What follows belongs to an exercise in optimizing a design on an open flow for small area, a short achievable clock period and few clock cycles per item; a production flow would make more cautious choices. RTL that was checked went through simulation tests only; none was proved equivalent to the original. For runs 2 and 3, only the layout was checked, not whether the RTL still works.

## design/flow/flow/run.sh

```bash
#!/bin/bash
set -euo pipefail
bash standard.sh SETUP_SLACK_MARGIN=8.5 finish > standard.log 2>&1
```

## design/flow/standard.sh

```bash
#!/bin/bash
# synth_recipe.tcl (not shown) runs the flow's synth.tcl, then flattens the netlist and writes it again
# the make line also repeats each setting of config.mk as NAME=value (left out here)
make -C /OpenROAD-flow-scripts/flow DESIGN_CONFIG=/design/flow/config.mk WORK_HOME=/design/flow/orfs CLKGATE_MAP_FILE= SYNTH_SCRIPT=/design/flow/synth_recipe.tcl "${@:-finish}"
```

## design/flow/config.mk

```make
export PLATFORM = sky130hd
export DESIGN_NAME = geofence
export DESIGN_NICKNAME = geofence
export VERILOG_FILES = /design/flow/design.v
export SDC_FILE = /design/flow/constraint.sdc
export NUM_CORES = 4
export LEC_CHECK = 0
export CAP_MARGIN = 20
export CORE_MARGIN = 2
export CORE_UTILIZATION = 70
export SLEW_MARGIN = 20
export SYNTH_HIERARCHICAL = 1
export SYNTH_MINIMUM_KEEP_SIZE = 0
```

## design/flow/constraint.sdc

```tcl
create_clock -name core_clock -period 12.0 [get_ports {clk}]
set_input_delay 2.4000 -clock core_clock [delete_from_list [all_inputs] [get_ports {clk}]]
set_output_delay 2.4000 -clock core_clock [all_outputs]
set_load 0.01 [all_outputs]
```

## design/flow/design.v

```verilog
module geofence ( clk,reset,X,Y,valid,is_inside);
  input clk;
  input reset;
  input [9:0] X;
  input [9:0] Y;
  output reg valid;
  output reg is_inside;
  reg  [4:0]  cnt;
  reg  [9:0]  px, py;                   
  reg  [9:0]  rx, ry;                   
  reg  [10:0] v0x, v0y;                 
  reg  [10:0] max_, may, mbx, mby, mcx, mcy;   
  reg  [10:0] uax, uay, ubx, uby;       
  reg  [10:0] vqx, vqy;                 
  reg  [10:0] ax, ay, bx, by;           
  reg         has_a, has_b, hit;
  reg         g3, g4, g5, gop;          
  reg         ok_ab, ok_5, fast;       
  wire [10:0] dx1 = {1'b0, rx} - {1'b0, px};
  wire [10:0] dy1 = {1'b0, ry} - {1'b0, py};
  wire [9:0]  dx2 = px - rx;
  wire [9:0]  dy2 = py - ry;
  wire [10:0] vx = {dx1[10], dx1[10] ? dx2 : dx1[9:0]};
  wire [10:0] vy = {dy1[10], dy1[10] ? dy2 : dy1[9:0]};
  wire neg;
  xsm u (.clk(clk), .ax(uax), .ay(uay), .bx(ubx), .by(uby), .neg(neg));
  wire r_init = (cnt == 5'd5);          
  wire r_cmp  = (cnt == 5'd8) | (cnt == 5'd10) | (cnt == 5'd12);
  wire repl = r_cmp & (neg | (gop ? ~has_b : ~has_a));    
  wire set_a = (r_init & ~neg) | (repl & ~gop);
  wire set_b = (r_init & neg) | (repl & gop);
  reg  [10:0] ua_ex, ua_ey, ub_ex, ub_ey, vq_ex, vq_ey;
  reg         ta, tb;                   
  always @(*) begin
    ua_ex = vx; ua_ey = vy; ub_ex = v0x; ub_ey = v0y; vq_ex = vqx; vq_ey = vqy;
    ta = 1'b0; tb = 1'b0;
    case (cnt)
      5'd3:  begin vq_ex = vx; vq_ey = vy; end                           
      5'd6:  begin ua_ex = ax; ua_ey = ay; ub_ex = max_; ub_ey = may;    
                   vq_ex = max_; vq_ey = may; end
      5'd7:  begin ua_ex = mcx; ua_ey = mcy; end                         
      5'd8:  begin vq_ex = mbx; vq_ey = mby;                             
                   if (g3) begin ua_ex = mbx; ua_ey = mby; ub_ex = bx; ub_ey = by; tb = gop; end
                   else    begin ua_ex = ax; ua_ey = ay; ub_ex = mbx; ub_ey = mby; ta = ~gop; end
             end
      5'd9:  begin ua_ex = max_; ua_ey = may; end                        
      5'd10: begin vq_ex = mcx; vq_ey = mcy;                             
                   if (g4) begin ua_ex = mcx; ua_ey = mcy; ub_ex = bx; ub_ey = by; tb = gop; end
                   else    begin ua_ex = ax; ua_ey = ay; ub_ex = mcx; ub_ey = mcy; ta = ~gop; end
             end
      5'd11: begin ua_ex = bx; ua_ey = by; ub_ex = max_; ub_ey = may; end   
      5'd12: begin ua_ex = bx; ua_ey = by; ub_ex = ax; ub_ey = ay;       
                   ta = gop; tb = ~gop; end
      5'd13: begin if (g5) begin ua_ex = max_; ua_ey = may; ub_ex = ax; ub_ey = ay; end
                   else    begin ua_ex = bx; ua_ey = by; ub_ex = max_; ub_ey = may; end
             end
      default: ;
    endcase
  end
  wire r6 = (cnt == 5'd6) & neg;        
  wire r11 = (cnt == 5'd11) & neg;      
  wire take_a = repl & ta;
  wire take_b = repl & tb;
  wire [10:0] uax_n = take_a ? vqx : ((r6 | r11) ? max_ : ua_ex);
  wire [10:0] uay_n = take_a ? vqy : ((r6 | r11) ? may : ua_ey);
  wire [10:0] ubx_n = take_b ? vqx : (r6 ? bx : r11 ? ax : ub_ex);
  wire [10:0] uby_n = take_b ? vqy : (r6 ? by : r11 ? ay : ub_ey);
  wire gop_n = (cnt == 5'd6) ? neg : (cnt == 5'd8) ? g3 : (cnt == 5'd10) ? g4 : gop;
  wire has_o = g5 ? has_a : has_b;
  wire res = has_o & (hit | (fast ? (ok_5 | (has_a & has_b & ~neg)) : (ok_ab | ~neg)));
  wire fin = fast ? (cnt == 5'd14) : (cnt == 5'd15);
  always @(posedge clk or posedge reset) begin
    if (reset) begin
      cnt <= 5'd0;
    end else begin
      cnt <= (cnt == 5'd16 || (fast && cnt == 5'd15)) ? 5'd0 : cnt + 5'd1;
    end
  end
  always @(posedge clk) begin
    valid <= fin;
    is_inside <= res;
    rx <= X; ry <= Y;
    if (cnt == 5'd0) begin px <= X; py <= Y; end
    if (cnt == 5'd2) begin v0x <= vx; v0y <= vy; end
    if (cnt == 5'd4 || cnt == 5'd7) begin max_ <= vx; may <= vy; end    
    if (cnt == 5'd5) begin mbx <= vx; mby <= vy; end                    
    if (cnt == 5'd6) begin mcx <= vx; mcy <= vy; end                    
    uax <= uax_n; uay <= uay_n; ubx <= ubx_n; uby <= uby_n;
    vqx <= vq_ex; vqy <= vq_ey;
    gop <= gop_n;
    if (set_a) begin ax <= vqx; ay <= vqy; end
    if (set_b) begin bx <= vqx; by <= vqy; end
    if (r_init) begin has_a <= ~neg; has_b <= neg; end
    else if (repl) begin if (gop) has_b <= 1'b1; else has_a <= 1'b1; end
    if (cnt == 5'd7) g3 <= neg;
    if (cnt == 5'd9) g4 <= neg;
    if (cnt == 5'd11) begin g5 <= neg; fast <= (neg == g4); end
    if (cnt == 5'd13) ok_5 <= ~neg;
    if (cnt == 5'd14) ok_ab <= has_a & has_b & ~neg;
    if (cnt == 5'd2) hit <= 1'b0;
    else if (cnt >= 5'd3 && cnt <= 5'd7 && rx == px && ry == py) hit <= 1'b1;
  end
endmodule
module xsm (input clk, input [10:0] ax, input [10:0] ay, input [10:0] bx, input [10:0] by, output neg);
  reg q585;
  reg q584;
  reg q583;
  reg q582;
  reg q581;
  reg q580;
  reg q579;
  reg q578;
  reg q577;
  reg q576;
  reg q575;
  reg q574;
  reg q573;
  reg q572;
  reg q571;
  reg q570;
  reg q569;
  reg q568;
  reg q567;
  reg q566;
  reg q565;
  reg q564;
  reg q563;
  reg q562;
  reg q561;
  reg q560;
  reg q559;
  reg q558;
  reg q557;
  reg q556;
  reg q555;
  reg q554;
  reg q553;
  reg q552;
  reg q551;
  reg q550;
  reg q549;
  reg q548;
  reg q547;
  reg q546;
  reg q545;
  reg q544;
  reg q543;
  reg q542;
  reg q541;
  reg q540;
  reg q539;
  reg q538;
  reg q537;
  reg q536;
  reg q535;
  reg q534;
  reg q533;
  reg q532;
  reg q531;
  reg q530;
  reg q529;
  wire p1 = ax[0] & by[0];
  wire p2 = ax[0] & by[1];
  wire p3 = ax[0] & by[2];
  wire p4 = ax[0] & by[3];
  wire p5 = ax[0] & by[4];
  wire p6 = ax[0] & by[5];
  wire p7 = ax[0] & by[6];
  wire p8 = ax[0] & by[7];
  wire p9 = ax[0] & by[8];
  wire p10 = ax[0] & by[9];
  wire p11 = ax[1] & by[0];
  wire p12 = ax[1] & by[1];
  wire p13 = ax[1] & by[2];
  wire p14 = ax[1] & by[3];
  wire p15 = ax[1] & by[4];
  wire p16 = ax[1] & by[5];
  wire p17 = ax[1] & by[6];
  wire p18 = ax[1] & by[7];
  wire p19 = ax[1] & by[8];
  wire p20 = ax[1] & by[9];
  wire p21 = ax[2] & by[0];
  wire p22 = ax[2] & by[1];
  wire p23 = ax[2] & by[2];
  wire p24 = ax[2] & by[3];
  wire p25 = ax[2] & by[4];
  wire p26 = ax[2] & by[5];
  wire p27 = ax[2] & by[6];
  wire p28 = ax[2] & by[7];
  wire p29 = ax[2] & by[8];
  wire p30 = ax[2] & by[9];
  wire p31 = ax[3] & by[0];
  wire p32 = ax[3] & by[1];
  wire p33 = ax[3] & by[2];
  wire p34 = ax[3] & by[3];
  wire p35 = ax[3] & by[4];
  wire p36 = ax[3] & by[5];
  wire p37 = ax[3] & by[6];
  wire p38 = ax[3] & by[7];
  wire p39 = ax[3] & by[8];
  wire p40 = ax[3] & by[9];
  wire p41 = ax[4] & by[0];
  wire p42 = ax[4] & by[1];
  wire p43 = ax[4] & by[2];
  wire p44 = ax[4] & by[3];
  wire p45 = ax[4] & by[4];
  wire p46 = ax[4] & by[5];
  wire p47 = ax[4] & by[6];
  wire p48 = ax[4] & by[7];
  wire p49 = ax[4] & by[8];
  wire p50 = ax[4] & by[9];
  wire p51 = ax[5] & by[0];
  wire p52 = ax[5] & by[1];
  wire p53 = ax[5] & by[2];
  wire p54 = ax[5] & by[3];
  wire p55 = ax[5] & by[4];
  wire p56 = ax[5] & by[5];
  wire p57 = ax[5] & by[6];
  wire p58 = ax[5] & by[7];
  wire p59 = ax[5] & by[8];
  wire p60 = ax[5] & by[9];
  wire p61 = ax[6] & by[0];
  wire p62 = ax[6] & by[1];
  wire p63 = ax[6] & by[2];
  wire p64 = ax[6] & by[3];
  wire p65 = ax[6] & by[4];
  wire p66 = ax[6] & by[5];
  wire p67 = ax[6] & by[6];
  wire p68 = ax[6] & by[7];
  wire p69 = ax[6] & by[8];
  wire p70 = ax[6] & by[9];
  wire p71 = ax[7] & by[0];
  wire p72 = ax[7] & by[1];
  wire p73 = ax[7] & by[2];
  wire p74 = ax[7] & by[3];
  wire p75 = ax[7] & by[4];
  wire p76 = ax[7] & by[5];
  wire p77 = ax[7] & by[6];
  wire p78 = ax[7] & by[7];
  wire p79 = ax[7] & by[8];
  wire p80 = ax[7] & by[9];
  wire p81 = ax[8] & by[0];
  wire p82 = ax[8] & by[1];
  wire p83 = ax[8] & by[2];
  wire p84 = ax[8] & by[3];
  wire p85 = ax[8] & by[4];
  wire p86 = ax[8] & by[5];
  wire p87 = ax[8] & by[6];
  wire p88 = ax[8] & by[7];
  wire p89 = ax[8] & by[8];
  wire p90 = ax[8] & by[9];
  wire p91 = ax[9] & by[0];
  wire p92 = ax[9] & by[1];
  wire p93 = ax[9] & by[2];
  wire p94 = ax[9] & by[3];
  wire p95 = ax[9] & by[4];
  wire p96 = ax[9] & by[5];
  wire p97 = ax[9] & by[6];
  wire p98 = ax[9] & by[7];
  wire p99 = ax[9] & by[8];
  wire p100 = ax[9] & by[9];
  wire p101 = ~(ay[0] & bx[0]);
  wire p102 = ~(ay[0] & bx[1]);
  wire p103 = ~(ay[0] & bx[2]);
  wire p104 = ~(ay[0] & bx[3]);
  wire p105 = ~(ay[0] & bx[4]);
  wire p106 = ~(ay[0] & bx[5]);
  wire p107 = ~(ay[0] & bx[6]);
  wire p108 = ~(ay[0] & bx[7]);
  wire p109 = ~(ay[0] & bx[8]);
  wire p110 = ~(ay[0] & bx[9]);
  wire p111 = ~(ay[1] & bx[0]);
  wire p112 = ~(ay[1] & bx[1]);
  wire p113 = ~(ay[1] & bx[2]);
  wire p114 = ~(ay[1] & bx[3]);
  wire p115 = ~(ay[1] & bx[4]);
  wire p116 = ~(ay[1] & bx[5]);
  wire p117 = ~(ay[1] & bx[6]);
  wire p118 = ~(ay[1] & bx[7]);
  wire p119 = ~(ay[1] & bx[8]);
  wire p120 = ~(ay[1] & bx[9]);
  wire p121 = ~(ay[2] & bx[0]);
  wire p122 = ~(ay[2] & bx[1]);
  wire p123 = ~(ay[2] & bx[2]);
  wire p124 = ~(ay[2] & bx[3]);
  wire p125 = ~(ay[2] & bx[4]);
  wire p126 = ~(ay[2] & bx[5]);
  wire p127 = ~(ay[2] & bx[6]);
  wire p128 = ~(ay[2] & bx[7]);
  wire p129 = ~(ay[2] & bx[8]);
  wire p130 = ~(ay[2] & bx[9]);
  wire p131 = ~(ay[3] & bx[0]);
  wire p132 = ~(ay[3] & bx[1]);
  wire p133 = ~(ay[3] & bx[2]);
  wire p134 = ~(ay[3] & bx[3]);
  wire p135 = ~(ay[3] & bx[4]);
  wire p136 = ~(ay[3] & bx[5]);
  wire p137 = ~(ay[3] & bx[6]);
  wire p138 = ~(ay[3] & bx[7]);
  wire p139 = ~(ay[3] & bx[8]);
  wire p140 = ~(ay[3] & bx[9]);
  wire p141 = ~(ay[4] & bx[0]);
  wire p142 = ~(ay[4] & bx[1]);
  wire p143 = ~(ay[4] & bx[2]);
  wire p144 = ~(ay[4] & bx[3]);
  wire p145 = ~(ay[4] & bx[4]);
  wire p146 = ~(ay[4] & bx[5]);
  wire p147 = ~(ay[4] & bx[6]);
  wire p148 = ~(ay[4] & bx[7]);
  wire p149 = ~(ay[4] & bx[8]);
  wire p150 = ~(ay[4] & bx[9]);
  wire p151 = ~(ay[5] & bx[0]);
  wire p152 = ~(ay[5] & bx[1]);
  wire p153 = ~(ay[5] & bx[2]);
  wire p154 = ~(ay[5] & bx[3]);
  wire p155 = ~(ay[5] & bx[4]);
  wire p156 = ~(ay[5] & bx[5]);
  wire p157 = ~(ay[5] & bx[6]);
  wire p158 = ~(ay[5] & bx[7]);
  wire p159 = ~(ay[5] & bx[8]);
  wire p160 = ~(ay[5] & bx[9]);
  wire p161 = ~(ay[6] & bx[0]);
  wire p162 = ~(ay[6] & bx[1]);
  wire p163 = ~(ay[6] & bx[2]);
  wire p164 = ~(ay[6] & bx[3]);
  wire p165 = ~(ay[6] & bx[4]);
  wire p166 = ~(ay[6] & bx[5]);
  wire p167 = ~(ay[6] & bx[6]);
  wire p168 = ~(ay[6] & bx[7]);
  wire p169 = ~(ay[6] & bx[8]);
  wire p170 = ~(ay[6] & bx[9]);
  wire p171 = ~(ay[7] & bx[0]);
  wire p172 = ~(ay[7] & bx[1]);
  wire p173 = ~(ay[7] & bx[2]);
  wire p174 = ~(ay[7] & bx[3]);
  wire p175 = ~(ay[7] & bx[4]);
  wire p176 = ~(ay[7] & bx[5]);
  wire p177 = ~(ay[7] & bx[6]);
  wire p178 = ~(ay[7] & bx[7]);
  wire p179 = ~(ay[7] & bx[8]);
  wire p180 = ~(ay[7] & bx[9]);
  wire p181 = ~(ay[8] & bx[0]);
  wire p182 = ~(ay[8] & bx[1]);
  wire p183 = ~(ay[8] & bx[2]);
  wire p184 = ~(ay[8] & bx[3]);
  wire p185 = ~(ay[8] & bx[4]);
  wire p186 = ~(ay[8] & bx[5]);
  wire p187 = ~(ay[8] & bx[6]);
  wire p188 = ~(ay[8] & bx[7]);
  wire p189 = ~(ay[8] & bx[8]);
  wire p190 = ~(ay[8] & bx[9]);
  wire p191 = ~(ay[9] & bx[0]);
  wire p192 = ~(ay[9] & bx[1]);
  wire p193 = ~(ay[9] & bx[2]);
  wire p194 = ~(ay[9] & bx[3]);
  wire p195 = ~(ay[9] & bx[4]);
  wire p196 = ~(ay[9] & bx[5]);
  wire p197 = ~(ay[9] & bx[6]);
  wire p198 = ~(ay[9] & bx[7]);
  wire p199 = ~(ay[9] & bx[8]);
  wire p200 = ~(ay[9] & bx[9]);
  wire ks0 = ~(ax[10] ^ by[10]);
  wire s201, c202;
  fa1 us201 (.a(p10), .b(p19), .ci(p28), .s(s201), .co(c202));
  wire s203 = p20 ^ p29;
  wire c204 = p20 & p29;
  wire s205, c206;
  fa1 us205 (.a(p7), .b(p16), .ci(p25), .s(s205), .co(c206));
  wire s207, c208;
  fa1 us207 (.a(p8), .b(p17), .ci(p26), .s(s207), .co(c208));
  wire s209, c210;
  fa1 us209 (.a(p35), .b(p44), .ci(p53), .s(s209), .co(c210));
  wire s211 = p62 ^ p71;
  wire c212 = p62 & p71;
  wire s213, c214;
  fa1 us213 (.a(p9), .b(p18), .ci(p27), .s(s213), .co(c214));
  wire s215, c216;
  fa1 us215 (.a(p36), .b(p45), .ci(p54), .s(s215), .co(c216));
  wire s217, c218;
  fa1 us217 (.a(p63), .b(p72), .ci(p81), .s(s217), .co(c218));
  wire s219, c220;
  fa1 us219 (.a(p109), .b(p118), .ci(p127), .s(s219), .co(c220));
  wire s221 = p136 ^ p145;
  wire c222 = p136 & p145;
  wire s223, c224;
  fa1 us223 (.a(p37), .b(p46), .ci(p55), .s(s223), .co(c224));
  wire s225, c226;
  fa1 us225 (.a(p64), .b(p73), .ci(p82), .s(s225), .co(c226));
  wire s227, c228;
  fa1 us227 (.a(p91), .b(p110), .ci(p119), .s(s227), .co(c228));
  wire s229, c230;
  fa1 us229 (.a(p128), .b(p137), .ci(p146), .s(s229), .co(c230));
  wire s231, c232;
  fa1 us231 (.a(p155), .b(p164), .ci(p173), .s(s231), .co(c232));
  wire s233 = p182 ^ p191;
  wire c234 = p182 & p191;
  wire s235, c236;
  fa1 us235 (.a(p38), .b(p47), .ci(p56), .s(s235), .co(c236));
  wire s237, c238;
  fa1 us237 (.a(p65), .b(p74), .ci(p83), .s(s237), .co(c238));
  wire s239, c240;
  fa1 us239 (.a(p92), .b(p120), .ci(p129), .s(s239), .co(c240));
  wire s241, c242;
  fa1 us241 (.a(p138), .b(p147), .ci(p156), .s(s241), .co(c242));
  wire s243, c244;
  fa1 us243 (.a(p165), .b(p174), .ci(p183), .s(s243), .co(c244));
  wire s245, c246;
  fa1 us245 (.a(p192), .b(1'b1), .ci(c202), .s(s245), .co(c246));
  wire s247, c248;
  fa1 us247 (.a(p30), .b(p39), .ci(p48), .s(s247), .co(c248));
  wire s249, c250;
  fa1 us249 (.a(p57), .b(p66), .ci(p75), .s(s249), .co(c250));
  wire s251, c252;
  fa1 us251 (.a(p84), .b(p93), .ci(p130), .s(s251), .co(c252));
  wire s253, c254;
  fa1 us253 (.a(p139), .b(p148), .ci(p157), .s(s253), .co(c254));
  wire s255, c256;
  fa1 us255 (.a(p166), .b(p175), .ci(p184), .s(s255), .co(c256));
  wire s257, c258;
  fa1 us257 (.a(p40), .b(p49), .ci(p58), .s(s257), .co(c258));
  wire s259, c260;
  fa1 us259 (.a(p67), .b(p76), .ci(p85), .s(s259), .co(c260));
  wire s261, c262;
  fa1 us261 (.a(p94), .b(p140), .ci(p149), .s(s261), .co(c262));
  wire s263, c264;
  fa1 us263 (.a(p50), .b(p59), .ci(p68), .s(s263), .co(c264));
  wire s265, c266;
  fa1 us265 (.a(p5), .b(p14), .ci(p23), .s(s265), .co(c266));
  wire s267, c268;
  fa1 us267 (.a(p6), .b(p15), .ci(p24), .s(s267), .co(c268));
  wire s269, c270;
  fa1 us269 (.a(p33), .b(p42), .ci(p51), .s(s269), .co(c270));
  wire s271 = p106 ^ p115;
  wire c272 = p106 & p115;
  wire s273, c274;
  fa1 us273 (.a(p34), .b(p43), .ci(p52), .s(s273), .co(c274));
  wire s275, c276;
  fa1 us275 (.a(p61), .b(p107), .ci(p116), .s(s275), .co(c276));
  wire s277, c278;
  fa1 us277 (.a(p125), .b(p134), .ci(p143), .s(s277), .co(c278));
  wire s279 = p152 ^ p161;
  wire c280 = p152 & p161;
  wire s281, c282;
  fa1 us281 (.a(p108), .b(p117), .ci(p126), .s(s281), .co(c282));
  wire s283, c284;
  fa1 us283 (.a(p135), .b(p144), .ci(p153), .s(s283), .co(c284));
  wire s285, c286;
  fa1 us285 (.a(p162), .b(p171), .ci(1'b1), .s(s285), .co(c286));
  wire s287, c288;
  fa1 us287 (.a(c206), .b(s207), .ci(s209), .s(s287), .co(c288));
  wire s289, c290;
  fa1 us289 (.a(p154), .b(p163), .ci(p172), .s(s289), .co(c290));
  wire s291, c292;
  fa1 us291 (.a(p181), .b(1'b1), .ci(c208), .s(s291), .co(c292));
  wire s293, c294;
  fa1 us293 (.a(c210), .b(c212), .ci(s213), .s(s293), .co(c294));
  wire s295, c296;
  fa1 us295 (.a(s215), .b(s217), .ci(s219), .s(s295), .co(c296));
  wire s297, c298;
  fa1 us297 (.a(1'b1), .b(c214), .ci(c216), .s(s297), .co(c298));
  wire s299, c300;
  fa1 us299 (.a(c218), .b(c220), .ci(c222), .s(s299), .co(c300));
  wire s301, c302;
  fa1 us301 (.a(s223), .b(s225), .ci(s227), .s(s301), .co(c302));
  wire s303, c304;
  fa1 us303 (.a(s229), .b(s231), .ci(s233), .s(s303), .co(c304));
  wire s305, c306;
  fa1 us305 (.a(c224), .b(c226), .ci(c228), .s(s305), .co(c306));
  wire s307, c308;
  fa1 us307 (.a(c230), .b(c232), .ci(c234), .s(s307), .co(c308));
  wire s309, c310;
  fa1 us309 (.a(s235), .b(s237), .ci(s239), .s(s309), .co(c310));
  wire s311, c312;
  fa1 us311 (.a(s241), .b(s243), .ci(s203), .s(s311), .co(c312));
  wire s313, c314;
  fa1 us313 (.a(p193), .b(c236), .ci(c238), .s(s313), .co(c314));
  wire s315, c316;
  fa1 us315 (.a(c240), .b(c242), .ci(c244), .s(s315), .co(c316));
  wire s317, c318;
  fa1 us317 (.a(s247), .b(s249), .ci(s251), .s(s317), .co(c318));
  wire s319, c320;
  fa1 us319 (.a(s253), .b(s255), .ci(c204), .s(s319), .co(c320));
  wire s321, c322;
  fa1 us321 (.a(p158), .b(p167), .ci(p176), .s(s321), .co(c322));
  wire s323, c324;
  fa1 us323 (.a(p185), .b(p194), .ci(c248), .s(s323), .co(c324));
  wire s325, c326;
  fa1 us325 (.a(c250), .b(c252), .ci(c254), .s(s325), .co(c326));
  wire s327, c328;
  fa1 us327 (.a(c256), .b(s257), .ci(s259), .s(s327), .co(c328));
  wire s329, c330;
  fa1 us329 (.a(p77), .b(p86), .ci(p95), .s(s329), .co(c330));
  wire s331, c332;
  fa1 us331 (.a(p150), .b(p159), .ci(p168), .s(s331), .co(c332));
  wire s333, c334;
  fa1 us333 (.a(p177), .b(p186), .ci(p195), .s(s333), .co(c334));
  wire s335, c336;
  fa1 us335 (.a(c258), .b(c260), .ci(c262), .s(s335), .co(c336));
  wire s337, c338;
  fa1 us337 (.a(p60), .b(p69), .ci(p78), .s(s337), .co(c338));
  wire s339, c340;
  fa1 us339 (.a(p87), .b(p96), .ci(p160), .s(s339), .co(c340));
  wire s341, c342;
  fa1 us341 (.a(p169), .b(p178), .ci(p187), .s(s341), .co(c342));
  wire s343, c344;
  fa1 us343 (.a(p70), .b(p79), .ci(p88), .s(s343), .co(c344));
  wire s345 = p3 ^ p12;
  wire c346 = p3 & p12;
  wire s347, c348;
  fa1 us347 (.a(p4), .b(p13), .ci(p22), .s(s347), .co(c348));
  wire s349, c350;
  fa1 us349 (.a(p31), .b(p104), .ci(p113), .s(s349), .co(c350));
  wire s351, c352;
  fa1 us351 (.a(p32), .b(p41), .ci(p105), .s(s351), .co(c352));
  wire s353, c354;
  fa1 us353 (.a(p114), .b(p123), .ci(p132), .s(s353), .co(c354));
  wire s355 = p141 ^ 1'b1;
  wire c356 = p141 & 1'b1;
  wire s357, c358;
  fa1 us357 (.a(p124), .b(p133), .ci(p142), .s(s357), .co(c358));
  wire s359, c360;
  fa1 us359 (.a(p151), .b(1'b1), .ci(c266), .s(s359), .co(c360));
  wire s361, c362;
  fa1 us361 (.a(s267), .b(s269), .ci(s271), .s(s361), .co(c362));
  wire s363, c364;
  fa1 us363 (.a(1'b1), .b(c268), .ci(c270), .s(s363), .co(c364));
  wire s365, c366;
  fa1 us365 (.a(c272), .b(s273), .ci(s275), .s(s365), .co(c366));
  wire s367, c368;
  fa1 us367 (.a(s277), .b(s279), .ci(s205), .s(s367), .co(c368));
  wire s369, c370;
  fa1 us369 (.a(c274), .b(c276), .ci(c278), .s(s369), .co(c370));
  wire s371, c372;
  fa1 us371 (.a(c280), .b(s281), .ci(s283), .s(s371), .co(c372));
  wire s373, c374;
  fa1 us373 (.a(s285), .b(s211), .ci(s287), .s(s373), .co(c374));
  wire s375, c376;
  fa1 us375 (.a(c282), .b(c284), .ci(c286), .s(s375), .co(c376));
  wire s377, c378;
  fa1 us377 (.a(s289), .b(s221), .ci(c288), .s(s377), .co(c378));
  wire s379, c380;
  fa1 us379 (.a(s291), .b(s293), .ci(s295), .s(s379), .co(c380));
  wire s381, c382;
  fa1 us381 (.a(c290), .b(s201), .ci(c292), .s(s381), .co(c382));
  wire s383, c384;
  fa1 us383 (.a(c294), .b(c296), .ci(s297), .s(s383), .co(c384));
  wire s385, c386;
  fa1 us385 (.a(s299), .b(s301), .ci(s303), .s(s385), .co(c386));
  wire s387, c388;
  fa1 us387 (.a(c298), .b(c300), .ci(c302), .s(s387), .co(c388));
  wire s389, c390;
  fa1 us389 (.a(c304), .b(s305), .ci(s307), .s(s389), .co(c390));
  wire s391, c392;
  fa1 us391 (.a(s309), .b(s311), .ci(s245), .s(s391), .co(c392));
  wire s393, c394;
  fa1 us393 (.a(c306), .b(c308), .ci(c310), .s(s393), .co(c394));
  wire s395, c396;
  fa1 us395 (.a(c312), .b(s313), .ci(s315), .s(s395), .co(c396));
  wire s397, c398;
  fa1 us397 (.a(s317), .b(s319), .ci(c246), .s(s397), .co(c398));
  wire s399, c400;
  fa1 us399 (.a(s321), .b(s261), .ci(c314), .s(s399), .co(c400));
  wire s401, c402;
  fa1 us401 (.a(c316), .b(c318), .ci(c320), .s(s401), .co(c402));
  wire s403, c404;
  fa1 us403 (.a(s323), .b(s325), .ci(s327), .s(s403), .co(c404));
  wire s405, c406;
  fa1 us405 (.a(c322), .b(s329), .ci(s331), .s(s405), .co(c406));
  wire s407, c408;
  fa1 us407 (.a(s333), .b(s263), .ci(c324), .s(s407), .co(c408));
  wire s409, c410;
  fa1 us409 (.a(c326), .b(c328), .ci(s335), .s(s409), .co(c410));
  wire s411, c412;
  fa1 us411 (.a(p196), .b(c330), .ci(c332), .s(s411), .co(c412));
  wire s413, c414;
  fa1 us413 (.a(c334), .b(s337), .ci(s339), .s(s413), .co(c414));
  wire s415, c416;
  fa1 us415 (.a(s341), .b(c264), .ci(c336), .s(s415), .co(c416));
  wire s417, c418;
  fa1 us417 (.a(p97), .b(p170), .ci(p179), .s(s417), .co(c418));
  wire s419, c420;
  fa1 us419 (.a(p188), .b(p197), .ci(c338), .s(s419), .co(c420));
  wire s421, c422;
  fa1 us421 (.a(c340), .b(c342), .ci(s343), .s(s421), .co(c422));
  wire s423, c424;
  fa1 us423 (.a(p80), .b(p89), .ci(p98), .s(s423), .co(c424));
  wire s425, c426;
  fa1 us425 (.a(p180), .b(p189), .ci(p198), .s(s425), .co(c426));
  wire s427 = p2 ^ p11;
  wire c428 = p2 & p11;
  wire s429, c430;
  fa1 us429 (.a(p21), .b(p103), .ci(p112), .s(s429), .co(c430));
  wire s431 = p121 ^ 1'b1;
  wire c432 = p121 & 1'b1;
  wire s433, c434;
  fa1 us433 (.a(p122), .b(p131), .ci(1'b1), .s(s433), .co(c434));
  wire s435, c436;
  fa1 us435 (.a(c346), .b(s347), .ci(s349), .s(s435), .co(c436));
  wire s437, c438;
  fa1 us437 (.a(c348), .b(c350), .ci(s351), .s(s437), .co(c438));
  wire s439, c440;
  fa1 us439 (.a(s353), .b(s355), .ci(s265), .s(s439), .co(c440));
  wire s441, c442;
  fa1 us441 (.a(c352), .b(c354), .ci(c356), .s(s441), .co(c442));
  wire s443, c444;
  fa1 us443 (.a(s357), .b(s359), .ci(s361), .s(s443), .co(c444));
  wire s445, c446;
  fa1 us445 (.a(c358), .b(c360), .ci(c362), .s(s445), .co(c446));
  wire s447, c448;
  fa1 us447 (.a(s363), .b(s365), .ci(s367), .s(s447), .co(c448));
  wire s449, c450;
  fa1 us449 (.a(c364), .b(c366), .ci(c368), .s(s449), .co(c450));
  wire s451, c452;
  fa1 us451 (.a(s369), .b(s371), .ci(s373), .s(s451), .co(c452));
  wire s453, c454;
  fa1 us453 (.a(c370), .b(c372), .ci(s375), .s(s453), .co(c454));
  wire s455, c456;
  fa1 us455 (.a(c374), .b(s377), .ci(s379), .s(s455), .co(c456));
  wire s457, c458;
  fa1 us457 (.a(c376), .b(c378), .ci(c380), .s(s457), .co(c458));
  wire s459, c460;
  fa1 us459 (.a(s381), .b(s383), .ci(s385), .s(s459), .co(c460));
  wire s461, c462;
  fa1 us461 (.a(c382), .b(c384), .ci(c386), .s(s461), .co(c462));
  wire s463, c464;
  fa1 us463 (.a(s387), .b(s389), .ci(s391), .s(s463), .co(c464));
  wire s465, c466;
  fa1 us465 (.a(c388), .b(c390), .ci(c392), .s(s465), .co(c466));
  wire s467, c468;
  fa1 us467 (.a(s393), .b(s395), .ci(s397), .s(s467), .co(c468));
  wire s469, c470;
  fa1 us469 (.a(c394), .b(c396), .ci(c398), .s(s469), .co(c470));
  wire s471, c472;
  fa1 us471 (.a(s399), .b(s401), .ci(s403), .s(s471), .co(c472));
  wire s473, c474;
  fa1 us473 (.a(s405), .b(c400), .ci(c402), .s(s473), .co(c474));
  wire s475, c476;
  fa1 us475 (.a(c404), .b(s407), .ci(s409), .s(s475), .co(c476));
  wire s477, c478;
  fa1 us477 (.a(c406), .b(s411), .ci(s413), .s(s477), .co(c478));
  wire s479, c480;
  fa1 us479 (.a(c408), .b(c410), .ci(s415), .s(s479), .co(c480));
  wire s481, c482;
  fa1 us481 (.a(s417), .b(c412), .ci(c414), .s(s481), .co(c482));
  wire s483, c484;
  fa1 us483 (.a(s419), .b(s421), .ci(c416), .s(s483), .co(c484));
  wire s485, c486;
  fa1 us485 (.a(c418), .b(s423), .ci(s425), .s(s485), .co(c486));
  wire s487, c488;
  fa1 us487 (.a(c344), .b(c420), .ci(c422), .s(s487), .co(c488));
  wire s489, c490;
  fa1 us489 (.a(p90), .b(p99), .ci(p190), .s(s489), .co(c490));
  wire s491, c492;
  fa1 us491 (.a(p199), .b(c424), .ci(c426), .s(s491), .co(c492));
  wire s493 = p102 ^ p111;
  wire c494 = p102 & p111;
  wire s495, c496;
  fa1 us495 (.a(c428), .b(s429), .ci(s431), .s(s495), .co(c496));
  wire s497, c498;
  fa1 us497 (.a(c430), .b(c432), .ci(s433), .s(s497), .co(c498));
  wire s499, c500;
  fa1 us499 (.a(c434), .b(c436), .ci(s437), .s(s499), .co(c500));
  wire s501, c502;
  fa1 us501 (.a(c438), .b(c440), .ci(s441), .s(s501), .co(c502));
  wire s503, c504;
  fa1 us503 (.a(c442), .b(c444), .ci(s445), .s(s503), .co(c504));
  wire s505, c506;
  fa1 us505 (.a(c446), .b(c448), .ci(s449), .s(s505), .co(c506));
  wire s507, c508;
  fa1 us507 (.a(c450), .b(s453), .ci(c452), .s(s507), .co(c508));
  wire s509, c510;
  fa1 us509 (.a(c454), .b(c456), .ci(s457), .s(s509), .co(c510));
  wire s511, c512;
  fa1 us511 (.a(c458), .b(c460), .ci(s461), .s(s511), .co(c512));
  wire s513, c514;
  fa1 us513 (.a(c462), .b(c464), .ci(s465), .s(s513), .co(c514));
  wire s515, c516;
  fa1 us515 (.a(c466), .b(c468), .ci(s469), .s(s515), .co(c516));
  wire s517, c518;
  fa1 us517 (.a(c470), .b(c472), .ci(s473), .s(s517), .co(c518));
  wire s519, c520;
  fa1 us519 (.a(s477), .b(c474), .ci(c476), .s(s519), .co(c520));
  wire s521, c522;
  fa1 us521 (.a(c478), .b(s481), .ci(c480), .s(s521), .co(c522));
  wire s523, c524;
  fa1 us523 (.a(s485), .b(c482), .ci(s487), .s(s523), .co(c524));
  wire s525, c526;
  fa1 us525 (.a(s489), .b(c486), .ci(s491), .s(s525), .co(c526));
  wire s527, c528;
  fa1 us527 (.a(p100), .b(p200), .ci(c490), .s(s527), .co(c528));
  wire s586 = q529 ^ q530;
  wire c587 = q529 & q530;
  wire s588, c589;
  fa1 us588 (.a(q532), .b(1'b1), .ci(q533), .s(s588), .co(c589));
  wire s590, c591;
  fa1 us590 (.a(q534), .b(q535), .ci(q536), .s(s590), .co(c591));
  wire s592, c593;
  fa1 us592 (.a(q537), .b(q538), .ci(q539), .s(s592), .co(c593));
  wire s594, c595;
  fa1 us594 (.a(q540), .b(q541), .ci(q542), .s(s594), .co(c595));
  wire s596, c597;
  fa1 us596 (.a(q543), .b(q544), .ci(q545), .s(s596), .co(c597));
  wire s598, c599;
  fa1 us598 (.a(q546), .b(q547), .ci(q548), .s(s598), .co(c599));
  wire s600, c601;
  fa1 us600 (.a(q549), .b(q550), .ci(q551), .s(s600), .co(c601));
  wire s602, c603;
  fa1 us602 (.a(q552), .b(q553), .ci(q554), .s(s602), .co(c603));
  wire s604, c605;
  fa1 us604 (.a(q555), .b(q556), .ci(q557), .s(s604), .co(c605));
  wire s606, c607;
  fa1 us606 (.a(q558), .b(q559), .ci(q560), .s(s606), .co(c607));
  wire s608, c609;
  fa1 us608 (.a(q561), .b(q562), .ci(q563), .s(s608), .co(c609));
  wire s610, c611;
  fa1 us610 (.a(q564), .b(q565), .ci(q566), .s(s610), .co(c611));
  wire s612, c613;
  fa1 us612 (.a(q567), .b(q568), .ci(q569), .s(s612), .co(c613));
  wire s614, c615;
  fa1 us614 (.a(q570), .b(q571), .ci(q572), .s(s614), .co(c615));
  wire s616, c617;
  fa1 us616 (.a(q573), .b(q574), .ci(q575), .s(s616), .co(c617));
  wire s618, c619;
  fa1 us618 (.a(q576), .b(q577), .ci(q578), .s(s618), .co(c619));
  wire s620, c621;
  fa1 us620 (.a(q579), .b(q580), .ci(q581), .s(s620), .co(c621));
  wire s622, c623;
  fa1 us622 (.a(q582), .b(q583), .ci(q584), .s(s622), .co(c623));
  reg s1r, s2r, z1r, z2r;
  always @(posedge clk) begin
    q529 <= p1;
    q530 <= p101;
    q531 <= ks0;
    q532 <= s493;
    q533 <= s427;
    q534 <= c494;
    q535 <= s495;
    q536 <= s345;
    q537 <= c496;
    q538 <= s497;
    q539 <= s435;
    q540 <= c498;
    q541 <= s499;
    q542 <= s439;
    q543 <= c500;
    q544 <= s501;
    q545 <= s443;
    q546 <= c502;
    q547 <= s503;
    q548 <= s447;
    q549 <= c504;
    q550 <= s505;
    q551 <= s451;
    q552 <= c506;
    q553 <= s507;
    q554 <= s455;
    q555 <= c508;
    q556 <= s509;
    q557 <= s459;
    q558 <= c510;
    q559 <= s511;
    q560 <= s463;
    q561 <= c512;
    q562 <= s513;
    q563 <= s467;
    q564 <= c514;
    q565 <= s515;
    q566 <= s471;
    q567 <= c516;
    q568 <= s517;
    q569 <= s475;
    q570 <= c518;
    q571 <= s519;
    q572 <= s479;
    q573 <= c520;
    q574 <= s521;
    q575 <= s483;
    q576 <= c522;
    q577 <= s523;
    q578 <= c484;
    q579 <= c524;
    q580 <= s525;
    q581 <= c488;
    q582 <= c526;
    q583 <= s527;
    q584 <= c492;
    q585 <= c528;
    s1r <= ax[10] ^ by[10]; s2r <= ~(ay[10] ^ bx[10]);
    z1r <= ~(|ax[9:0]) | ~(|by[9:0]); z2r <= ~(|ay[9:0]) | ~(|bx[9:0]);
  end
  wire [20:0] r0 = {1'b1, c623, c621, c619, c617, c615, c613, c611, c609, c607, c605, c603, c601, c599, c597, c595, c593, c591, c589, c587, s586};
  wire [20:0] r1 = {1'b0, q585, s622, s620, s618, s616, s614, s612, s610, s608, s606, s604, s602, s600, s598, s596, s594, s592, s590, s588, q531};
  wire [20:0] e = r0 + r1;
  wire e_neg = e[20];
  wire s1 = s1r, s2 = s2r, z1 = z1r, z2 = z2r;
  assign neg = (s1 == s2) ? (s1 & ~(z1 & z2)) : (s1 ^ e_neg);
endmodule
module fa1 (input a, input b, input ci, output s, output co);
  assign {co, s} = a + b + ci;
endmodule
```

==> results of run 1 <==
[modules after synthesis, one instance, submodules excluded]
module | cells inside | flops+latches | area, µm² | copies in the design
fa1 | 1 | 0 | 20.0 | 171
geofence | 1046 | 255 | 12000 | 1
xsm | 383 | 61 | 3070 | 1
[per-layer routing]
layer	vias to the layer above	global-route usage (%)
met5	-	0
met4	2	20.2
met3	254	7.11
met2	1041	60.6
met1	6543	44.4
li1	5814	-
[worst max-delay path by stage]
stage / startpoint / to / slack, ns / cells after the start
CTS: u.q581$_DFF_P_ / uay[5]$_DFF_P_ / 8.46 / 15
finish: u.q583$_DFF_P_ / ubx[6]$_DFF_P_ / 8.41 / 15
global route: u.q549$_DFF_P_ / uay[8]$_DFF_P_ / 8.37 / 15
global placement: u.q561$_DFF_P_ / uax[2]$_DFF_P_ / 7.25 / 14
detailed placement: u.q561$_DFF_P_ / uax[4]$_DFF_P_ / 7.05 / 14
floorplan: u.q561$_DFF_P_ / ubx[9]$_DFF_P_ / 8.52 / 14
[kinds of logic after synthesis]
| logic type | after synthesis |
|---|---|
| DFF | 316 |
| AOI/OAI and AO/OA | 320 |
| adders and majority gates | 247 |
| xor gates and xnor gates | 20 |
| buffers and inverters | 175 |
| other | 1 |
| and+or+nand+nor | 500 |
| muxes | 21 |
[area by class of cell]
cell class / count / area share, %
diodes: 1 / 0.0120
clock buffers: 42 / 4.51
clock inverters: 21 / 1.02
inverters: 71 / 1.30
multi-input cells: 1119 / 48.0
flip-flops and latches: 316 / 39.1
well taps: 335 / 2.00
repair buffers: 86 / 4.02
[layout by cell type, fill, tap and decap left out, types with 23 or more instances in the layout]
cell type  count
nand2_1      212
edfxtp_1     183
fa_1         175
dfxtp_1      124
and2_1       100
a222oi_1      74
ha_1          71
inv_1         69
nor2_1        68
a21oi_1       52
buf_4         47
o21ai_0       38
clkbuf_16     37
a221o_1       24
a22oi_1       24
nand3_1       23
[synth_stat cells, drive strengths merged, types with 9 or more instances]
cell type and count:
nand2 215, edfxtp 183, fa 175, dfxtp 128
and2 100, clkbuf 80, a222oi 74, nor2 74
ha 72, inv 70, a21oi 69, o21ai 51
nand3 29, nor3 26, a221o 24, a22oi 24
buf 24, mux2i 17, xnor2 14, nor2b 13
a31oi 11, o211ai 11, a221oi 10, nand4 10
nand2b 9
[what timing repair did]
item	CTS	global route
pin swaps	13	19
endpoints found under the setup margin	107	92
gates resized for setup	49	42
cloned	5	1
hold buffers	0	0
setup buffers	20	15
==> run notes, run 1 <==
Cells after Synth: 1,600
Final setup fails: 0
Placed cells: 1,886
Family with the most delay on the worst path: compound AO/OA/AOI/OAI gates
Worst EP arrival: 4.00 ns
Final Slew Violations: 0
Root buf cell: clkbuf_16
CP Capture Type: register
Reg2reg setup slack: 8.41 ns
Grt ovf: 0
Final Instance Area: 20,900 µm²
Clock tree buffer depth: 3
Post-route insts no fill: 1,991
Crit start category: register
Fin crit period: 3.59 ns
Clock Skew: 0.0168 ns
# port buffers: 23
FILL cells: 1,600
CP most frequent cell: buf_4
Initial Util: 71.1%
Count of different cell masters after synthesis: 76
Final-report hold violation count: 0
Post-Synth Adder-Cell Area: 23.8%
CP bufs+invs: 5
Compound-Gate Fraction of Synth Area: 13.3%
Hold Path End: u.s2r$_DFF_P_
Post-synthesis mux area share: 1.16%
Outcome: finished clean
Routed len/inst: 25.2 µm
Setup WS post-layout: 8.41 ns
Die width: 167 µm
EDFF count, synth: 183
Top FF cell, synth: edfxtp_1
Routed wl met3: 5670 µm
Fmax: 0.278 GHz
Multi-input logic area: 10,000 µm²
Sink Count: 316
CTS buffer count: 35
Reg-to-Reg End: ubx[6]$_DFF_P_
Routed Antenna Nets: 0
Min-delay src: uay[10]$_DFF_P_
Slew @ Worst Pin: 1.03 ns
Synth Register Bits: 316
Largest area contributor in the netlist: edfxtp_1
Ys Warns: 8
Met2 routed WL: 24,100 µm
WP data required: 12.41 ns
Largest net degree at the start of global routing: 48
Post-synth ARST share: 1.58%
Register area: 8190 µm²
Synthesized area per cell: 11.6 µm²
XOR/XNOR Fraction of Synth Area: 0.945%
Worst Hold Path Cells: 1
Cell area after synthesis: 18,500 µm²
Synth Area in Simple Gates: 12.8%
Placed instance area: 19,000 µm²
P&R area growth vs syn: 12.9%
Uppermost layer routed: met5
I/O pin count: 24
Total Routing Usage GR: 36.2%
Row count: 59
CTS tree: yes
DRC errors left: 0
Die Area: 27,800 µm²
Area share of the largest cell type after synthesis: 29.7%
CORE AREA: 26,100 µm²
Area contributors post-synth: edfxtp_1 (30%), fa_1 (19%), dfxtp_1 (14%)
Slowest Stage Delay on Critical Path: 0.57 ns
DR vias/cell: 6.86
Reg2reg start: u.q583$_DFF_P_
FF-to-FF path depth: 15
Main combinational cell family by area after synthesis: adder cells
First-pass GRT wire length: 77,700 µm
DR iter-0 viols: 2,211
Fraction of the cycle the final worst path needs: 29.9%
Worst slew margin: 31.2%
WL final: 50,200 µm
Crit Path Class: register to register
RSZ-0062 raised after global routing: yes
Total negative slack: 0 ns
Drt first pass iters: 11
H-tree depth: 2
Vias in the first global route: 14,220
Worst skew pair latency: 0.53 ns
# Max-Cap Violations: 0
Final Core Density: 80.3%
Layout cells sized above 1: 12.3%
Tightest Hold Check Type: register to register
Die height: 167 µm
Vias: 13,654
Clock slew at reported path FFs: 0.06 ns
Register area share after synthesis: 44.2%
DP HPWL: 31,900 µm
Post-Place Worst Slack: 7.05 ns
Met1 WL: 17,400 µm
WHS: 0.503 ns
Number of antenna violations at the first check in global routing: 1
Final net count: 1,898
Slowest cell on crit path: fa_1
Worst-path fanout max: 22
Worst path cell trace: fa_1, ha_4, nand4_1, nor3_4, buf_4, a221oi_2, buf_4, a31o_1, o211a_4, inv_6, buf_4, nor3_2, buf_6, a222oi_1, a21oi_1
GPL Wtd Cong: 0.923
Testbench counts, summed over its fixed seeds: cycles 15,753, items 960.
==> run 2, diff against run 1 <==
--- a/design/flow/design.v
+++ b/design/flow/design.v
@@ -29,4 +29,6 @@
   wire repl = r_cmp & (neg | (gop ? ~has_b : ~has_a));    
-  wire set_a = (r_init & ~neg) | (repl & ~gop);
-  wire set_b = (r_init & neg) | (repl & gop);
+  wire sa1 = r_cmp & ~gop, sa0 = r_init | (r_cmp & ~gop & ~has_a);
+  wire sb1 = r_init | (r_cmp & gop), sb0 = r_cmp & gop & ~has_b;
+  wire set_a = neg ? sa1 : sa0;
+  wire set_b = neg ? sb1 : sb0;
   reg  [10:0] ua_ex, ua_ey, ub_ex, ub_ey, vq_ex, vq_ey;
@@ -59,10 +61,20 @@
   end
-  wire r6 = (cnt == 5'd6) & neg;        
-  wire r11 = (cnt == 5'd11) & neg;      
-  wire take_a = repl & ta;
-  wire take_b = repl & tb;
-  wire [10:0] uax_n = take_a ? vqx : ((r6 | r11) ? max_ : ua_ex);
-  wire [10:0] uay_n = take_a ? vqy : ((r6 | r11) ? may : ua_ey);
-  wire [10:0] ubx_n = take_b ? vqx : (r6 ? bx : r11 ? ax : ub_ex);
-  wire [10:0] uby_n = take_b ? vqy : (r6 ? by : r11 ? ay : ub_ey);
+  wire c6 = (cnt == 5'd6);              
+  wire c11 = (cnt == 5'd11);            
+  wire nh = gop ? ~has_b : ~has_a;      
+  wire ta1 = r_cmp & ta, ta0 = r_cmp & ta & nh;
+  wire tb1 = r_cmp & tb, tb0 = r_cmp & tb & nh;
+  wire [10:0] ua1x = ta1 ? vqx : ((c6 | c11) ? max_ : ua_ex);
+  wire [10:0] ua1y = ta1 ? vqy : ((c6 | c11) ? may : ua_ey);
+  wire [10:0] ua0x = ta0 ? vqx : ua_ex;
+  wire [10:0] ua0y = ta0 ? vqy : ua_ey;
+  wire [10:0] ub1x = tb1 ? vqx : (c6 ? bx : c11 ? ax : ub_ex);
+  wire [10:0] ub1y = tb1 ? vqy : (c6 ? by : c11 ? ay : ub_ey);
+  wire [10:0] ub0x = tb0 ? vqx : ub_ex;
+  wire [10:0] ub0y = tb0 ? vqy : ub_ey;
+  wire [10:0] uax_n, uay_n, ubx_n, uby_n;
+  mux11 u_max (.s(neg), .a(ua1x), .b(ua0x), .y(uax_n));
+  mux11 u_may (.s(neg), .a(ua1y), .b(ua0y), .y(uay_n));
+  mux11 u_mbx (.s(neg), .a(ub1x), .b(ub0x), .y(ubx_n));
+  mux11 u_mby (.s(neg), .a(ub1y), .b(ub0y), .y(uby_n));
   wire gop_n = (cnt == 5'd6) ? neg : (cnt == 5'd8) ? g3 : (cnt == 5'd10) ? g4 : gop;
@@ -103,2 +115,5 @@
 endmodule
+module mux11 (input s, input [10:0] a, input [10:0] b, output [10:0] y);
+  assign y = s ? a : b;
+endmodule
 module xsm (input clk, input [10:0] ax, input [10:0] ay, input [10:0] bx, input [10:0] by, output neg);
==> run notes, run 2 <==
Final setup fails: 0
Antenna diodes: 0
# Max-Cap Violations: 0
First-pass GRT wire length: 86,900 µm
Synth cell count leaders: nand2_1 (318), edfxtp_1 (183), fa_1 (175)
Vias: 15,146
Ys Warns: 8
Min-delay src: uay[10]$_DFF_P_
Top FF cell, synth: edfxtp_1
Total Routing Usage GR: 37.6%
Fraction of the cycle the final worst path needs: 29.7%
Slowest cell on crit path: or2_2
Tightest Hold Check Type: register to register
H-tree depth: 2
Die Area: 30,200 µm²
Crit start category: register
RSZ-0062 raised after global routing: yes
Reg2reg start: cnt[0]$_DFF_PP0_
P&R area growth vs syn: 9.43%
Area contributors post-synth: edfxtp_1 (27%), fa_1 (17%), dfxtp_1 (13%)
Crit Path Class: register to register
Root buf cell: clkbuf_16
DR vias/cell: 6.82
Worst EP arrival: 4.02 ns
WP data required: 12.46 ns
Most frequent cells in the layout: nand2_1 (316), edfxtp_1 (183), fa_1 (175)
Register area share after synthesis: 40.6%
Placed cells: 2,147
Worst path cell trace: inv_1, ha_1, and4bb_4, nor2b_1, buf_4, or2_2, a222oi_1, and3_1, a21oi_1, mux2i_1, o21ai_0, mux2_2
Final Core Density: 77.3%
Post-Place Worst Slack: 7.24 ns
Synthesized area per cell: 10.9 µm²
Placed instance area: 20,500 µm²
DRC errors left: 0
# port buffers: 23
Die width: 174 µm
Routed len/inst: 25.2 µm
Synth Register Bits: 316
Total negative slack: 0 ns
CP bufs+invs: 2
I/O pin count: 24
Worst skew pair latency: 0.53 ns
Drt first pass iters: 11
Grt ovf: 0
DP HPWL: 35,200 µm
CTS buffer count: 35
Layout cells sized above 1: 12.3%
Routed Antenna Nets: 0
Commonest non-fill, non-tap cell in the layout: nand2_1
Number of antenna violations at the first check in global routing: 0
Fin crit period: 3.56 ns
Clock Skew: 0.0261 ns
Cells after Synth: 1,842
Row count: 62
Final Slew Violations: 0
Outcome: finished clean
Final Instance Area: 22,100 µm²
WHS: 0.472 ns
Initial Util: 70.6%
Post-route insts no fill: 2,220
Worst-path fanout max: 25
WL final: 55,900 µm
DR iter-0 viols: 2,499
Slowest Stage Delay on Critical Path: 0.60 ns
GPL Wtd Cong: 0.885
CP Capture Type: register
Slew @ Worst Pin: 1.24 ns
Clock slew at reported path FFs: 0.06 ns
Worst slew margin: 17.3%
Die height: 174 µm
Count leader, synth: nand2_1
Final-report hold violation count: 0
Worst Setup SP: cnt[0]$_DFF_PP0_
CTS tree: yes
CORE AREA: 28,500 µm²
Setup WS post-layout: 8.44 ns
Largest area contributor in the netlist: edfxtp_1
Vias in the first global route: 15,737
Sink Count: 316
Area share of the largest cell type after synthesis: 27.3%
Final net count: 2,079
Hold-fix buffers, CTS: 0
EDFF count, synth: 183
Cell area after synthesis: 20,200 µm²
Largest net degree at the start of global routing: 47
Post-synth ARST share: 1.58%
Family with the most delay on the worst path: simple AND/OR/NAND/NOR gates
Count of different cell masters after synthesis: 81
Fmax: 0.281 GHz
Clock tree buffer depth: 3
run 2: changes by cell type after synthesis, moves of 10 or more:
cell      change
a222oi_1     -11
o22ai_1      +20
nand2_1     +103
clkbuf_1     +15
mux2_2       +29
a41oi_1      +25
mux2_4       +40
nand3_1      -14
a22oi_1      -19
nor2_1       +34
o31ai_1      +25
a221o_1      -21
nor3_1       -10
run 2: kinds of logic (layout without fill, tap and decap cells):
logic type | Yosys count | after routing | synth area share (%)
simple gates | 627 | 629 | 14.3
compound gates | 339 | 339 | 12.3
flops | 316 | 316 | 40.6
fa+ha+maj | 247 | 247 | 21.9
buf+inv | 205 | 190 | 4.51
mux | 86 | 86 | 5.47
xor+xnor | 21 | 21 | 0.913
other cells | 1 | 8 | 0.0186
run 2: layer usage:
| metal | vias up | track usage, % | wire length [µm] |
|---|---|---|---|
| met5 | - | 0 | 0 |
| met4 | 0 | 17.4 | 3140 |
| met3 | 297 | 9.25 | 6740 |
| met2 | 1149 | 62.8 | 26500 |
| met1 | 7239 | 46.6 | 19600 |
| li1 | 6461 | - | - |
run 2: repair_timing:
action	4_1_cts	5_1_grt
hold endpoints to repair	0	0
pin swaps	3	3
cloned	4	0
resized for setup	24	33
endpoints found under the setup margin	102	69
setup buffers	4	2
run 2: layout make-up:
class	instances	area, µm²
repair buffers	51	537
clock buffers	45	1010
clock inverters	18	194
multi-input cells	1330	11300
inverters	76	290
flip-flops and latches	316	8200
fillers	1876	6490
well taps	384	480
run 2: final timing paths:
check	depth (start not counted)	slack, ns	endpoint
max in group asynchronous	2	9.75	cnt[3]$_DFF_PP0_
min reg2reg	1	0.47	u.s2r$_DFF_P_
min	1	0.47	u.s2r$_DFF_P_
max reg2reg	12	8.44	uay[8]$_DFF_P_
min in group asynchronous	2	2.07	cnt[4]$_DFF_PP0_
max	12	8.44	uay[8]$_DFF_P_
run 2: modules after synthesis, one instance, submodules excluded:
module / cells inside / cell area, µm²
mux11: 12 / 173
fa1: 1 / 20.0
geofence: 1240 / 13000
xsm: 383 / 3070
run 2: worst register-to-register path: cells and delay by family (launching register included):
kind                     cells  cell delay (ns)
adder cells (fa/ha/maj)      1             0.40
AO/OA/AOI/OAI                3             0.60
flip-flops                   1             0.43
buffers and inverters        2             0.49
AND/OR/NAND/NOR              4             1.30
multiplexers                 2             0.28
==> run 3, diff against run 2 <==
--- a/design/flow/design.v
+++ b/design/flow/design.v
@@ -9,3 +9,2 @@
   reg  [9:0]  px, py;                   
-  reg  [9:0]  rx, ry;                   
   reg  [10:0] v0x, v0y;                 
@@ -18,17 +17,13 @@
   reg         ok_ab, ok_5, fast;       
-  wire [10:0] dx1 = {1'b0, rx} - {1'b0, px};
-  wire [10:0] dy1 = {1'b0, ry} - {1'b0, py};
-  wire [9:0]  dx2 = px - rx;
-  wire [9:0]  dy2 = py - ry;
-  wire [10:0] vx = {dx1[10], dx1[10] ? dx2 : dx1[9:0]};
-  wire [10:0] vy = {dy1[10], dy1[10] ? dy2 : dy1[9:0]};
+  wire [4:0] c = cnt + 5'd1;
+  wire [10:0] vx, vy;
+  smdiff u_dx (.a(X), .b(px), .v(vx));
+  smdiff u_dy (.a(Y), .b(py), .v(vy));
   wire neg;
   xsm u (.clk(clk), .ax(uax), .ay(uay), .bx(ubx), .by(uby), .neg(neg));
-  wire r_init = (cnt == 5'd5);          
-  wire r_cmp  = (cnt == 5'd8) | (cnt == 5'd10) | (cnt == 5'd12);
+  wire r_init = (c == 5'd5);          
+  wire r_cmp  = (c == 5'd8) | (c == 5'd10) | (c == 5'd12);
   wire repl = r_cmp & (neg | (gop ? ~has_b : ~has_a));    
-  wire sa1 = r_cmp & ~gop, sa0 = r_init | (r_cmp & ~gop & ~has_a);
-  wire sb1 = r_init | (r_cmp & gop), sb0 = r_cmp & gop & ~has_b;
-  wire set_a = neg ? sa1 : sa0;
-  wire set_b = neg ? sb1 : sb0;
+  wire set_a = (r_init & ~neg) | (repl & ~gop);
+  wire set_b = (r_init & neg) | (repl & gop);
   reg  [10:0] ua_ex, ua_ey, ub_ex, ub_ey, vq_ex, vq_ey;
@@ -36,6 +31,5 @@
   always @(*) begin
-    ua_ex = vx; ua_ey = vy; ub_ex = v0x; ub_ey = v0y; vq_ex = vqx; vq_ey = vqy;
+    ua_ex = max_; ua_ey = may; ub_ex = v0x; ub_ey = v0y; vq_ex = vqx; vq_ey = vqy;
     ta = 1'b0; tb = 1'b0;
-    case (cnt)
-      5'd3:  begin vq_ex = vx; vq_ey = vy; end                           
+    case (c)
       5'd6:  begin ua_ex = ax; ua_ey = ay; ub_ex = max_; ub_ey = may;    
@@ -61,24 +55,20 @@
   end
-  wire c6 = (cnt == 5'd6);              
-  wire c11 = (cnt == 5'd11);            
-  wire nh = gop ? ~has_b : ~has_a;      
-  wire ta1 = r_cmp & ta, ta0 = r_cmp & ta & nh;
-  wire tb1 = r_cmp & tb, tb0 = r_cmp & tb & nh;
-  wire [10:0] ua1x = ta1 ? vqx : ((c6 | c11) ? max_ : ua_ex);
-  wire [10:0] ua1y = ta1 ? vqy : ((c6 | c11) ? may : ua_ey);
-  wire [10:0] ua0x = ta0 ? vqx : ua_ex;
-  wire [10:0] ua0y = ta0 ? vqy : ua_ey;
-  wire [10:0] ub1x = tb1 ? vqx : (c6 ? bx : c11 ? ax : ub_ex);
-  wire [10:0] ub1y = tb1 ? vqy : (c6 ? by : c11 ? ay : ub_ey);
-  wire [10:0] ub0x = tb0 ? vqx : ub_ex;
-  wire [10:0] ub0y = tb0 ? vqy : ub_ey;
-  wire [10:0] uax_n, uay_n, ubx_n, uby_n;
-  mux11 u_max (.s(neg), .a(ua1x), .b(ua0x), .y(uax_n));
-  mux11 u_may (.s(neg), .a(ua1y), .b(ua0y), .y(uay_n));
-  mux11 u_mbx (.s(neg), .a(ub1x), .b(ub0x), .y(ubx_n));
-  mux11 u_mby (.s(neg), .a(ub1y), .b(ub0y), .y(uby_n));
-  wire gop_n = (cnt == 5'd6) ? neg : (cnt == 5'd8) ? g3 : (cnt == 5'd10) ? g4 : gop;
+  wire r6 = (c == 5'd6) & neg;          
+  wire r11 = (c == 5'd11) & neg;        
+  wire take_a = repl & ta;
+  wire take_b = repl & tb;
+  wire [10:0] uax_r = take_a ? vqx : ((r6 | r11) ? max_ : ua_ex);
+  wire [10:0] uay_r = take_a ? vqy : ((r6 | r11) ? may : ua_ey);
+  wire use_v = (c == 5'd3) | (c == 5'd4) | (c == 5'd5);
+  wire [10:0] uax_n, uay_n, vqx_n, vqy_n;
+  mux11 u_mux_ax (.s(use_v), .a(vx), .b(uax_r), .y(uax_n));
+  mux11 u_mux_ay (.s(use_v), .a(vy), .b(uay_r), .y(uay_n));
+  mux11 u_mux_qx (.s(c == 5'd3), .a(vx), .b(vq_ex), .y(vqx_n));    
+  mux11 u_mux_qy (.s(c == 5'd3), .a(vy), .b(vq_ey), .y(vqy_n));
+  wire [10:0] ubx_n = take_b ? vqx : (r6 ? bx : r11 ? ax : ub_ex);
+  wire [10:0] uby_n = take_b ? vqy : (r6 ? by : r11 ? ay : ub_ey);
+  wire gop_n = (c == 5'd6) ? neg : (c == 5'd8) ? g3 : (c == 5'd10) ? g4 : gop;
   wire has_o = g5 ? has_a : has_b;
   wire res = has_o & (hit | (fast ? (ok_5 | (has_a & has_b & ~neg)) : (ok_ab | ~neg)));
-  wire fin = fast ? (cnt == 5'd14) : (cnt == 5'd15);
+  wire fin = fast ? (c == 5'd14) : (c == 5'd15);
   always @(posedge clk or posedge reset) begin
@@ -87,3 +77,3 @@
     end else begin
-      cnt <= (cnt == 5'd16 || (fast && cnt == 5'd15)) ? 5'd0 : cnt + 5'd1;
+      cnt <= valid ? 5'd0 : cnt + 5'd1;
     end
@@ -93,10 +83,9 @@
     is_inside <= res;
-    rx <= X; ry <= Y;
     if (cnt == 5'd0) begin px <= X; py <= Y; end
-    if (cnt == 5'd2) begin v0x <= vx; v0y <= vy; end
-    if (cnt == 5'd4 || cnt == 5'd7) begin max_ <= vx; may <= vy; end    
-    if (cnt == 5'd5) begin mbx <= vx; mby <= vy; end                    
-    if (cnt == 5'd6) begin mcx <= vx; mcy <= vy; end                    
+    if (c == 5'd2) begin v0x <= vx; v0y <= vy; end
+    if (c == 5'd4 || c == 5'd7) begin max_ <= vx; may <= vy; end        
+    if (c == 5'd5) begin mbx <= vx; mby <= vy; end                      
+    if (c == 5'd6) begin mcx <= vx; mcy <= vy; end                      
     uax <= uax_n; uay <= uay_n; ubx <= ubx_n; uby <= uby_n;
-    vqx <= vq_ex; vqy <= vq_ey;
+    vqx <= vqx_n; vqy <= vqy_n;
     gop <= gop_n;
@@ -106,11 +95,16 @@
     else if (repl) begin if (gop) has_b <= 1'b1; else has_a <= 1'b1; end
-    if (cnt == 5'd7) g3 <= neg;
-    if (cnt == 5'd9) g4 <= neg;
-    if (cnt == 5'd11) begin g5 <= neg; fast <= (neg == g4); end
-    if (cnt == 5'd13) ok_5 <= ~neg;
-    if (cnt == 5'd14) ok_ab <= has_a & has_b & ~neg;
-    if (cnt == 5'd2) hit <= 1'b0;
-    else if (cnt >= 5'd3 && cnt <= 5'd7 && rx == px && ry == py) hit <= 1'b1;
+    if (c == 5'd7) g3 <= neg;
+    if (c == 5'd9) g4 <= neg;
+    if (c == 5'd11) begin g5 <= neg; fast <= (neg == g4); end
+    if (c == 5'd13) ok_5 <= ~neg;
+    if (c == 5'd14) ok_ab <= has_a & has_b & ~neg;
+    if (c == 5'd2) hit <= 1'b0;
+    else if (c >= 5'd3 && c <= 5'd7 && X == px && Y == py) hit <= 1'b1;
   end
 endmodule
+module smdiff (input [9:0] a, input [9:0] b, output [10:0] v);
+  wire [10:0] d1 = {1'b0, a} - {1'b0, b};
+  wire [9:0]  d2 = b - a;
+  assign v = {d1[10], d1[10] ? d2 : d1[9:0]};
+endmodule
 module mux11 (input s, input [10:0] a, input [10:0] b, output [10:0] y);
==> run notes, run 3 <==
Largest area contributor in the netlist: edfxtp_1
Clock Skew: 0.0356 ns
# Max-Cap Violations: 0
Area contributors post-synth: edfxtp_1 (25%), fa_1 (18%), dfxtp_1 (14%)
DP HPWL: 34,700 µm
Routed len/inst: 32.1 µm
Vias: 15,790
Placed instance area: 19,800 µm²
Synth Register Bits: 296
I/O pin count: 24
RSZ-0062 raised after global routing: yes
Routed Antenna Nets: 0
Worst EP arrival: 4.72 ns
Final Core Density: 87.7%
Total Routing Usage GR: 43.2%
Synthesized area per cell: 11.7 µm²
DR vias/cell: 7.55
Crit start category: register
Number of antenna violations at the first check in global routing: 1
Crit Path Class: register to register
Final setup fails: 0
Slew @ Worst Pin: 1.37 ns
Cell area after synthesis: 19,200 µm²
Final Instance Area: 23,600 µm²
WL final: 67,100 µm
Final net count: 1,994
Ys Warns: 8
Layout cells sized above 1: 28.1%
Clock slew at reported path FFs: 0.06 ns
Register area: 7580 µm²
Synth cell count leaders: fa_1 (175), nand2_1 (168), edfxtp_1 (161)
Drt first pass iters: 14
Fmax: 0.239 GHz
Outcome: finished clean
Setup WS post-layout: 7.81 ns
GPL Wtd Cong: 0.934
CORE AREA: 27,000 µm²
Worst slew margin: 8.39%
Final Slew Violations: 0
Initial Util: 71.2%
Register area share after synthesis: 39.4%
Tightest Hold Check Type: register to register
Fraction of the cycle the final worst path needs: 34.9%
Sink Count: 296
Multi-input logic area: 12,600 µm²
run 3: cell count changes after synthesis, sizes merged, moves of 19 or more:
cell / before / now
nand2: 318 / 168
mux2i: 13 / 65
a221oi: 3 / 40
nor2: 108 / 74
a221o: 3 / 31
o31ai: 27 / 0
a41oi: 26 / 0
mux2: 73 / 49
edfxtp: 183 / 161
and3: 7 / 26
run 3: layout make-up:
class                      count  area share [%]
timing repair buffer         149            6.87
sequential                   296            32.1
clock buffer                  32            3.30
multi-input combinational   1179            53.5
tap                          341            1.81
inverter                      68            1.24
clock inverter                26            1.20
run 3: cells by family after synthesis:
logic type	synth area share, %
simple gates	11.6
compound gates	12.8
flops	39.4
fa+ha+maj	23.0
buf+inv	4.16
mux	7.07
xor+xnor	2.01
other cells	0.0196
run 3: path summary, 6_finish.rpt:
path                            startpoint                to  slack (ns)  cells after the start
setup / recovery            u.q583$_DFF_P_    uay[7]$_DFF_P_        7.81                     18
hold / removal             uay[10]$_DFF_P_     u.s2r$_DFF_P_        0.44                      1
setup reg to reg            u.q583$_DFF_P_    uay[7]$_DFF_P_        7.81                     18
hold reg to reg            uay[10]$_DFF_P_     u.s2r$_DFF_P_        0.44                      1
max in group asynchronous            reset  cnt[0]$_DFF_PP0_        9.83                      2
min in group asynchronous            reset  cnt[2]$_DFF_PP0_        1.99                      2
run 3: critical path: stages, from the launching register on:
cell and delay [ns]:
dfxtp_2 0.32, fa_1 0.58, ha_4 0.22, nand4_1 0.17, nor3_4 0.08, buf_6 0.13
a221oi_4 0.39, a31o_1 0.27, o211a_4 0.26, o21ai_4 0.07, or2_4 0.27, nor2_4 0.11
a21oi_4 0.06, buf_6 0.13, buf_6 0.11, o211ai_4 0.17, buf_12 0.21, mux2i_1 0.34
mux2_4 0.22
run 3: through the flow:
step,cells,hold WS [ns]
floorplan,1652,0.404
global placement,1924,0.432
detailed placement,1924,0.431
CTS,2064,0.433
global route,2091,0.462
finish,2091,0.436
run 3: what timing repair did:
| item | 4_1_cts | 5_1_grt |
|---|---|---|
| setup buffers | 64 | 27 |
| pin swaps | 77 | 54 |
| setup endpoints to repair | 197 | 197 |
| endpoints found under the hold margin | 0 | 0 |
| gates resized for setup | 321 | 108 |
| cloned | 18 | 0 |
run 3: metal layers:
| metal | global-route usage (%) | share of wire (%) |
|---|---|---|
| met5 | 0 | 0 |
| met4 | 27.1 | 9.5 |
| met3 | 11.4 | 15 |
| met2 | 69.6 | 45 |
| met1 | 52.1 | 31 |
run 3: Yosys stat by module, one instance, submodules excluded:
module | copies in the design | cell area (µm²) | cells inside
fa1 | 171 | 20.0 | 1
xsm | 1 | 3070 | 383
smdiff | 2 | 841 | 113
geofence | 1 | 10300 | 817
mux11 | 4 | 173 | 12

==> afterwards: timing with drivers on the ports <==
How much do the figures lean on ideal ports? The routed layouts below were timed once more, with nothing changed but the port constraints. Step 1: set_driving_cell puts a clkbuf_16 on clk and a buf_2 on each other input, an assumption about the parent block. Step 2 times the ports against the registers' clock, not the clock port: input delays grow and output delays shrink by t, the midpoint of the rising clock arrivals with the driver on. a / b / c = ideal / step 1 / step 2; a / b = the first two.
run	t (ns)	setup slack, ns	pins driven straight from the clock port
run 1	0.570	8.407 / 8.407 / 8.407	1
run 2	0.570	8.440 / 8.440 / 8.440	1
run 3	0.643	7.812 / 7.812 / 7.335	1
After both steps every run listed still meets setup and hold. The setup slack of run 3, which loses most, moves by 0.000 ns with the drivers and by -0.477 ns with both steps.
